This is an optimization exercise on Yosys and OpenROAD, whose aim is small area, not a production implementation. Function was checked by simulation only, so behaviour that the tests miss may differ from the original.

==> flow/design.v <==
module nbyn #(parameter x_coord = 0, y_coord = 0, INV_IN = 0,
              data_width = 32, total_width = data_width + 2)
(
input  wire clk,
input  wire rstn,
input  wire i_valid_l,
input  wire i_valid_b,
input  wire i_valid_pe,
output wire o_ready_pe,
output reg  o_valid_r,
output reg  o_valid_t,
output reg  o_valid_pe,
input  wire [total_width-1:0] i_data_l,
input  wire [total_width-1:0] i_data_b,
input  wire [total_width-1:0] i_data_pe,
output reg  [total_width-1:0] o_data_r,
output reg  [total_width-1:0] o_data_t,
output wire [total_width-1:0] o_data_pe
);
wire [total_width-1:0] dl = INV_IN ? ~i_data_l : i_data_l;
wire [total_width-1:0] db = INV_IN ? ~i_data_b : i_data_b;
wire [total_width-1:0] dp = i_data_pe;
wire [total_width-1:0] rp = INV_IN ? ~i_data_pe : i_data_pe;
wire lx = dl[0] == x_coord[0];
wire ly = dl[1] == y_coord[0];
wire bx = db[0] == x_coord[0];
wire by = db[1] == y_coord[0];
wire px = dp[0] == x_coord[0];
wire py = dp[1] == y_coord[0];
wire LR = i_valid_l & ~lx;
wire LT = i_valid_l & lx & ~ly;
wire LP = i_valid_l & lx & ly;
wire BT = i_valid_b & ~by;
wire BR = i_valid_b & by & ~bx;
wire BP = i_valid_b & by & bx;
assign o_ready_pe = ~(LR | LT) | ~(BT | BR);
wire pv = i_valid_pe & o_ready_pe;
wire PR = pv & ~px;
wire PT = pv & px & ~py;
wire PP = pv & px & py;
wire lR = LR | (LP & (PP | BP));    
wire bT = BT | (BP & PP);           
wire r_b = BR | (bT & (LT | PT));
wire r_l = ~BR & lR;
wire r_p = (PR & ~BR & ~lR) | (PT & LT);
wire t_l = LT | (lR & BR);
wire t_p = (PT & ~LT) | (PR & (BR | lR));
wire t_b = bT & ~LT & ~PT;
wire [2:0] sr = {r_p, r_l, r_b};
wire [2:0] st = {t_p, t_l, t_b};
wire [2:0] sp = {PP, LP, BP};
wire [2:0] dr = {~(r_b | r_l), r_l, r_b};
wire [2:0] dt = {t_p, t_l, ~(t_l | t_p)};
wire pself = i_valid_pe & px & py;
wire [2:0] dq = {pself, ~pself & ~BP, ~pself & BP};
wire [total_width-1:0] nr, nt;
wire [data_width-1:0]  np;
sel3n #(total_width) mux_r (.s(dr), .a(i_data_b), .b(i_data_l), .c(rp), .y(nr));
sel3n #(total_width) mux_t (.s(dt), .a(i_data_b), .b(i_data_l), .c(rp), .y(nt));
sel3n #(data_width)  mux_p (.s(dq), .a(i_data_b[total_width-1:2]), .b(i_data_l[total_width-1:2]), .c(rp[total_width-1:2]), .y(np));
reg [data_width-1:0] pe_payload;
assign o_data_pe = {INV_IN ? pe_payload : ~pe_payload, y_coord[0], x_coord[0]};
always @(posedge clk) begin
    o_valid_r  <= |sr;
    o_valid_t  <= rstn & (|st);
    o_valid_pe <= rstn & (|sp);
    o_data_r   <= nr;
    o_data_t   <= nt;
    pe_payload <= np;
end
endmodule
module sel3n #(parameter W = 1)
(
input  wire [2:0]   s,
input  wire [W-1:0] a,
input  wire [W-1:0] b,
input  wire [W-1:0] c,
output wire [W-1:0] y
);
assign y = ~(({W{s[0]}} & a) | ({W{s[1]}} & b) | ({W{s[2]}} & c));
endmodule
module openNocTop #(parameter X=2,Y=2,data_width=32, x_size=1, y_size=1,total_width=(x_size+y_size+data_width),sw_no=X*Y)
(
input wire clk,
input wire rstn,
input wire [(X*Y)-1:0] r_valid_pe,
input wire [(total_width*X*Y)-1:0] r_data_pe,
output wire [(X*Y)-1:0] r_ready_pe,
output wire [(X*Y)-1:0] w_valid_pe,
output wire [(total_width*X*Y)-1:0] w_data_pe
);
wire                   w_valid_r[3:0];
wire                   w_valid_t[3:0];
wire [total_width-1:0] w_data_r[3:0];
wire [total_width-1:0] w_data_t[3:0];
genvar p;
generate
for (p = 0; p < 4; p = p + 1) begin : node
    localparam xc = p % 2;
    localparam yc = p / 2;
    localparam pl = (1 - xc) + 2 * yc;    
    localparam pb = xc + 2 * (1 - yc);    
    localparam inv = (xc + yc) % 2;
    nbyn #(.x_coord(xc), .y_coord(yc), .INV_IN(1 - inv),
           .data_width(data_width), .total_width(total_width))
    nbyn_instance (
        .clk(clk),
        .rstn(rstn),
        .i_valid_l(w_valid_r[pl]),
        .i_valid_b(w_valid_t[pb]),
        .i_valid_pe(r_valid_pe[p]),
        .o_ready_pe(r_ready_pe[p]),
        .o_valid_r(w_valid_r[p]),
        .o_valid_t(w_valid_t[p]),
        .o_valid_pe(w_valid_pe[p]),
        .i_data_l(w_data_r[pl]),
        .i_data_b(w_data_t[pb]),
        .i_data_pe(r_data_pe[total_width*p +: total_width]),
        .o_data_r(w_data_r[p]),
        .o_data_t(w_data_t[p]),
        .o_data_pe(w_data_pe[total_width*p +: total_width])
    );
end
endgenerate
endmodule
export LEC_CHECK = 0
export CAP_MARGIN = 20
export CORE_MARGIN = 2
export CORE_UTILIZATION = 45
export SLEW_MARGIN = 20
export SYNTH_HIERARCHICAL = 1
export SYNTH_MINIMUM_KEEP_SIZE = 0
create_clock -name core_clock -period 5.0 [get_ports {clk}]
standard.sh (not shown) runs the stock make flow with config.mk's settings and CLKGATE_MAP_FILE= SYNTH_SCRIPT=/design/flow/synth_recipe.tcl, a recipe that flattens the netlist after the stock synthesis.
==> flow/flow/run.sh <==
#!/bin/bash
# Standard ORFS layout with four changes after the standard synthesis:
# after floorplanning, flow/downsize.tcl sets every combinational cell to
# drive strength 1; the ports are buffered by the smallest buffer cell; the
# clock tree is built from small clock buffers in small clusters, without
# dummy loads; and the repair steps may not use the cells listed in
# flow/dont_use.txt (the platform's own don't-use cells plus the high-drive
# logic and buffer cells), so that they buffer heavy nets with small buffers
# instead of upsizing.
# Each tool's full output stays in orfs/logs; the make output goes to
# flow_synth.log and flow_make.log.
set -euo pipefail
bash standard.sh synth > flow_synth.log 2>&1
dont_use=$(grep -v '^#' flow/dont_use.txt | tr '\n' ' ')
bash standard.sh \
  "BUFFER_PORTS_ARGS=-buffer_cell sky130_fd_sc_hd__buf_1" \
  REMOVE_ABC_BUFFERS=1 \
  "POST_FLOORPLAN_TCL=$PWD/flow/downsize.tcl" \
  "DONT_USE_CELLS=$dont_use" \
  "CTS_ARGS=-sink_clustering_enable -repair_clock_nets -dont_use_dummy_load -buf_list sky130_fd_sc_hd__clkbuf_4 -sink_clustering_size 10 -sink_clustering_max_diameter 50" \
  finish > flow_make.log 2>&1
==> flow/flow/downsize.tcl <==
# Downsize every combinational cell that synthesis gave a drive strength
# above 1 to its drive-1 variant; the placement repair then buffers any net
# that needs more drive.
set n 0
foreach inst [get_cells *] {
  set m [get_property $inst ref_name]
  if {![regexp {^(sky130_fd_sc_hd__[a-z0-9]+)_([0-9]+)$} $m -> base sz]} { continue }
  if {$sz <= 1 || [regexp {df|dl|clk|conb|tap|fill|decap|diode} $base]} { continue }
  set cand [get_lib_cells -quiet */${base}_1]
  if {$cand == ""} { continue }
  if {[get_property $cand dont_use]} { continue }
  replace_cell $inst $cand
  incr n
}
puts "downsized $n cells"
Other scripts of this flow, unchanged in this note and not shown: flow/flow/dont_use.txt
Rerun with:
==> flow/flow/run.sh (replaced) <==
#!/bin/bash
# Standard ORFS layout with three changes after the standard synthesis:
# the ports are buffered by the smallest buffer cell; the clock tree is built
# from small clock buffers in small clusters, without dummy loads; and the
# repair steps may not use the cells listed in flow/dont_use.txt (the
# platform's own don't-use cells plus the high-drive logic and buffer cells),
# so that they buffer heavy nets with small buffers instead of upsizing.
# Each tool's full output stays in orfs/logs; the make output goes to
# flow_synth.log and flow_make.log.
set -euo pipefail
bash standard.sh synth > flow_synth.log 2>&1
dont_use=$(grep -v '^#' flow/dont_use.txt | tr '\n' ' ')
bash standard.sh \
  "BUFFER_PORTS_ARGS=-buffer_cell sky130_fd_sc_hd__buf_1" \
  REMOVE_ABC_BUFFERS=1 \
  "DONT_USE_CELLS=$dont_use" \
  "CTS_ARGS=-sink_clustering_enable -repair_clock_nets -dont_use_dummy_load -buf_list sky130_fd_sc_hd__clkbuf_4 -sink_clustering_size 10 -sink_clustering_max_diameter 50" \
  finish > flow_make.log 2>&1
removed: flow/flow/downsize.tcl
Wire length went up slightly. Fmax went down slightly. Final area went up slightly.

## separate check: timing with driven ports
The results above use ideal ports. As a check the final layouts listed here were re-extracted and re-timed, cells and wires unchanged.
Step 1 assumes that a clkbuf_16 drives the clock port and a buf_2 every other input.
Step 2 times the ports against the registers' clock, not the clock port: input delays grow and output delays shrink by t, the midpoint of the rising clock arrivals with the driver on.
Slacks: ideal / step 1 / step 2; pairs: ideal / step 1.
run | t, ns | setup WS [ns] | cell pins on the clock port's net
the first run | 0.728 | 1.722 / 1.722 / 1.123 | 1
the second run | 0.719 | 1.681 / 1.706 / 0.988 | 1
After both steps every run listed still meets setup and hold. The setup slack of the second run, which loses most, moves by +0.025 ns with the drivers and by -0.693 ns with both steps.
